Context: an optimization exercise on an open-source flow, tuned for small area, a short achievable clock period and few clock cycles per item. The choices shown serve that exercise and are no tape-out recipe.
In this exercise RTL edits were held to simulation tests only and were not proved equivalent to the original.

==> flow/design.v, too long to show whole: its modules and the start of the top module <==
// module filter: 1316 lines
// module filter_fa: 4 lines
// module filter_ha: 4 lines
module filter
	#(parameter DWIDTH = 16)
	(input clk,
		input rst,
		output req_in,
		input ack_in,
		input [0:DWIDTH-1] data_in,
		output req_out,
		input ack_out,
		output [0:DWIDTH-1] data_out);
  // ...
==> flow/flow/run.sh <==
#!/bin/bash
# The standard layout (standard.sh: the standard flow's synthesis and ORFS flow with the
# settings of config.mk), with repair_timing asked for more setup slack than
# config.mk's SETUP_SLACK_MARGIN may ask for. The make output goes to
# standard_flow.log; ORFS's own logs stay under orfs/logs.
set -euo pipefail
MARGIN=$(cat flow/margin)
bash standard.sh SETUP_SLACK_MARGIN=$MARGIN finish > standard_flow.log 2>&1
==> flow/flow/margin <==
8
==> flow/standard.sh <==
#!/bin/bash
# synth_recipe.tcl (not shown) runs the flow's synth.tcl, then flattens the netlist and writes it again
# the make line also repeats each setting of config.mk as NAME=value (left out here)
make -C /OpenROAD-flow-scripts/flow DESIGN_CONFIG=/design/flow/config.mk WORK_HOME=/design/flow/orfs CLKGATE_MAP_FILE= SYNTH_SCRIPT=/design/flow/synth_recipe.tcl "${@:-finish}"
==> flow/config.mk <==
export PLATFORM = sky130hd
export DESIGN_NAME = filter
export DESIGN_NICKNAME = filter
export VERILOG_FILES = /design/flow/design.v
export SDC_FILE = /design/flow/constraint.sdc
export NUM_CORES = 4
export LEC_CHECK = 0
export ABC_AREA = 1
export CAP_MARGIN = 20
export CORE_MARGIN = 2
export CORE_UTILIZATION = 40
export SLEW_MARGIN = 20
export SYNTH_HIERARCHICAL = 1
export SYNTH_MEMORY_MAX_BITS = 16384
export SYNTH_MINIMUM_KEEP_SIZE = 0
==> flow/constraint.sdc <==
create_clock -name core_clock -period 11.0 [get_ports {clk}]
set_input_delay 2.2000 -clock core_clock [delete_from_list [all_inputs] [get_ports {clk}]]
set_output_delay 2.2000 -clock core_clock [all_outputs]
set_load 0.01 [all_outputs]
==> flow_summary_export.csv, run 1 <==
group,metric,value,unit
yosys,yosys.area_share.simple,19.3,%
sta,setup_ws,7.73,ns
setup_path,cp-start-kind,"register",
setup_path,reg2reg_depth,16,
placed_design,dp_slack,6.61,ns
setup_path,startpoint,"ph$_SDFF_PP0_",
yosys,synth_seq_cells,320,
status,status,"finished clean",
detailed_routing,met2_length,46100,um
finish,n_clock_buffer,50,
finish,diodes,0,
yosys,netlist_instances,3540,
sta,clock-skew-final,0.0175,ns
global_routing,gr-max-usage-layer,"met2",
global_routing,grt_max_degree,77,
clocking,cts_inserted_buffers,38,
finish,seq_area_share,21.0,%
sta,post-route-period-util,29.7,%
min_path,hp-start,"l[0]$_SDFFE_PP0P_",
yosys,synth_mux_area_share,0.0813,%
yosys,ys_types,48,
sta,final-max-slew-violation-count,0,
yosys,syn-num-nets,3906,
finish,final_layout_size_suffix_gt1_share,27.3,%
finish,largest_class,"multi-input combinational cells",
finish,multi_input_area_share,58.1,%
sta,max_freq,306,MHz
clocking,h-tree-depth,2,
detailed_routing,remaining_drc_errors,0,
floorplan,die_h,267,um
placed_design,dpl_cell_area,28900,um^2
sta,hold_ws,0.467,ns
placed_design,gp_congestion,0.983,
finish,instances_no_fill,4668,
floorplan,ios,38,
Testbench counts, summed over its fixed seeds: cycles 64,000, items 32,000.
==> run 2, diff against run 1 <==
==> flow/flow/margin (replaced) <==
7.5
==> run 2 against run 1 <==
Sequential share of layout area grew 2.9 points; non-clock buffer count is 242 lower; global-route usage is 2.2 points lower; final cell count fell by 5.6%; first-iteration DRC count is 17% lower; design area fell by 14%; core utilization decreased by 7.4 points; worst setup slack got worse by 0.17 ns; critical endpoint is now q0[14]$_SDFFE_PP0P_; highest routed layer is now met5.
==> flow_summary_export.csv, run 2 <==
group,metric,value,unit
status,status,"finished clean",
global_routing,grt_pass1_wl,146000,um
min_path,min_path_cells,2,
setup_path,regToRegSetupSlack,7.57,ns
global_routing,grt_antenna_before_repair,3,
detailed_routing,drtIter0Drc,2883,
yosys,synth_top_area_share,17.4,%
detailed_routing,wl_met1,38600,um
clocking,cts_inserted_buffers,35,
finish,fin_nets,3814,
global_routing,grt_pass1_vias,24622,
yosys,seq_area_frac_synth,26.0,%
detailed_routing,wl,94700,um
floorplan,ios,38,
detailed_routing,dr.max_layer_used,"met5",
detailed_routing,drt_pass1_iterations,6,
sta,hold_viol_final,0,
min_path,hp-start,"q0[12]$_SDFFE_PP0P_",
min_path,hold_end,"q0[12]$_SDFFE_PP0P_",
job,max_cap_violations,0,
global_routing,grt_max_degree,96,
detailed_routing,vias,25205,
sta,hold_ws,0.459,ns
yosys,synth_area,27700,um^2
finish,final_cell_mix,"826 x nand2_1, 315 x inv_1, 245 x xor2_1, 239 x fa_1, 232 x o22ai_1",
placed_design,gp_congestion,0.988,
finish,instances_no_fill,4408,
setup_path,worstPathMaxFanout,7,
setup_path,cp.arrival,3.86,ns
min_path,min_path_type,"reg2reg",
detailed_routing,vias_per_cell,5.72,
sta,period_minus_slack,3.44,ns
setup_path,crit_type,"in2reg",
global_routing,grt_use_total,26.4,%
clocking,root_buffer,"clkbuf_16",
clocking,h-tree-depth,2,
floorplan,die_h,267,um
finish,fin_util,44.2,%
yosys,avgSynthCellArea,7.83,um^2
yosys,yosys_warnings,7,
detailed_routing,routed-wl-met3,7700,um
finish,layout_commonest_cell,"nand2_1",
setup_path,reg2reg_to,"cs2[9]$_DFF_P_",
sta,finalSetupViolations,0,
setup_path,end_kind,"register",
clocking,clockBufferDepth,3,
finish,final_layout_size_suffix_gt1_share,6.71,%
setup_path,rr_startpoint,"e2[0]$_DFF_P_",
yosys,synth_ff_type,"dfxtp_1",
sta,max_freq,291,MHz
floorplan,std_cell_rows,96,
sta,clock-skew-final,0.0195,ns
yosys,synthTopCellsByCount,"835 x nand2_1, 318 x inv_1, 247 x xor2_1",
yosys,async_flop_share,0,%
detailed_routing,post_drt_wl_per_cell,21.5,um
detailed_routing,met2_length,43000,um
yosys,synth_edf_count,79,
sta,worstMarginPinSlew,1.14,ns
yosys,netlist_instances,3540,
placed_design,io_buffer_count,37,
sta,final-max-slew-violation-count,0,
clocking,clock_latency,0.56,ns
finish,fillers,6925,
yosys,synth.most_common_cell,"nand2_1",
placed_design,placedCellCount,4324,
global_routing,grt_overflow,0,
setup_path,cp-start-kind,"input pin",
yosys,syn-num-nets,3906,
yosys,ys_types,48,
clocking,cts_sinks,320,
detailed_routing,ant_nets,0,
sta,slew_headroom,23.9,%
clocking,tritoncts,"built",
setup_path,critPathRequiredTime,11.42,ns
floorplan,coreArea,68600,um^2
floorplan,dieArea,71400,um^2
detailed_routing,remaining_drc_errors,0,
sta,fin_tns_setup,0,ns
yosys,synth_seq_cells,320,
finish,reg_top3,"acc (31), cs0 (31), cs1 (31)",
placed_design,dp_hpwl,68700,um
sta,rsz0062_at_grt,"true",
clocking,cts.clk_slew.worst_paths,0.06,ns
finish,area_growth,9.32,%
floorplan,die_w,267,um
yosys,yosysTopAreaCell,"dfxtp_1",
setup_path,reg2reg_depth,7,
sta,post-route-period-util,31.3,%
floorplan,initial_core_util,40.4,%
yosys,synth.area.top_cells,"dfxtp_1 17%, fa_1 17%, nand2_1 11%",
-- run 2: cell counts after synthesis --
Identical to the previous run, type by type.
-- run 2: worst max path at each step --
| stage | slack (ns) | startpoint | depth (start not counted) | endpoint |
|---|---|---|---|---|
| after detailed placement | 6.51 | ack_out | 10 | q0[1]$_SDFFE_PP0P_ |
| after global routing | 7.49 | cs0[13]$_DFF_P_ | 16 | q0[13]$_SDFFE_PP0P_ |
| after global placement | 6.55 | rst | 5 | a2_x[1]$_SDFF_PP0_ |
| after CTS | 7.20 | rqo$_SDFF_PP0_ | 1 | req_out |
| after floorplan | 7.54 | ack_out | 10 | q0[11]$_SDFFE_PP0P_ |
| final | 7.56 | ack_out | 12 | q0[14]$_SDFFE_PP0P_ |
-- run 2: repair_timing --
action	4_1_cts	5_1_grt
pin swaps	2	9
buffers inserted	10	7
hold buffers	0	0
setup endpoints to repair	182	121
gates resized for setup	43	58
cloned	1	0
-- run 2: cell type report --
class                   instances  area, um^2  share of cell area (%)
diodes                          2        5.00                  0.0165
multi-input cells            2659       18500                    61.1
inverters                     347        1350                    4.46
well taps                     931        1160                    3.85
clock inverters                17         292                   0.963
repair buffers                 84         736                    2.43
flip-flops and latches        320        7220                    23.8
repair inverters                1        7.51                  0.0248
clock buffers                  47        1000                    3.32
-- run 2: worst max-delay path, stage by stage --
cell and delay, ns:
clkdlybuf4s50_1 0.48, inv_1 0.07, nor2_4 0.11, inv_2 0.08, ha_4 0.19, nor2_4 0.14, buf_4 0.14, buf_12 0.09
clkinvlp_4 0.07, buf_4 0.16, nand2_1 0.06, a21oi_1 0.06
-- run 2: layer usage --
metal	up-vias	track usage [%]
met2	1231	42.3
met1	12091	34.3
met4	2	13.4
li1	11594	-
met5	-	0
met3	287	4.30
-- run 2: per-module statistics from Yosys, one instance, submodules excluded --
module	area, um^2	cells	flops+latches
filter	22500	3270	320
filter_fa	20.0	1	0
filter_ha	12.5	1	0
-- run 2: kinds of logic after synthesis --
group | synth area share (%)
other | 0.0135
buffers and inverters | 8.12
adders and majority gates | 22.1
DFF | 26.0
and+or+nand+nor | 19.3
xor gates and xnor gates | 8.41
muxes | 0.0813
AOI/OAI and AO/OA | 16.0
-- run 2: through the flow --
step	setup WS (ns)	area, um^2
final	7.56	30300
after global routing	7.49	30300
after CTS	7.20	30000
after detailed placement	6.51	28600
after global placement	6.55	28600
after floorplan	7.54	27700

==> separate check: timing with driven ports <==
In the flow no input, the clock included, has a driving cell. The finished layouts below were timed again as built, in two steps. Step 1 (the two cells are an assumption about what drives the block):
set clk [get_ports {clk}]
set_driving_cell -lib_cell sky130_fd_sc_hd__clkbuf_16 $clk
set_driving_cell -lib_cell sky130_fd_sc_hd__buf_2 [delete_from_list [all_inputs] $clk]
Step 2 moves the port delays by t, midway between the first and last clock arrival at a register: inputs arrive t later, outputs are due t later. That takes back most of the time a late clock gives input paths. Slacks: no drivers / after step 1 / after step 2; pairs: no drivers / after step 1.
run | t, ns | setup WS [ns] | slew at the worst register clock pin (ns) | worst data-port slew with drivers (ns)
run 1 | 0.633 | 7.732 / 7.687 / 7.379 | 0.07 / 0.07 | 0.03
run 2 | 0.613 | 7.561 / 7.425 / 6.812 | 0.07 / 0.07 | 0.19
After both steps every run listed still meets setup and hold. For run 2, which loses most, drivers alone change the setup slack by -0.136 ns; drivers and shift together by -0.749 ns.
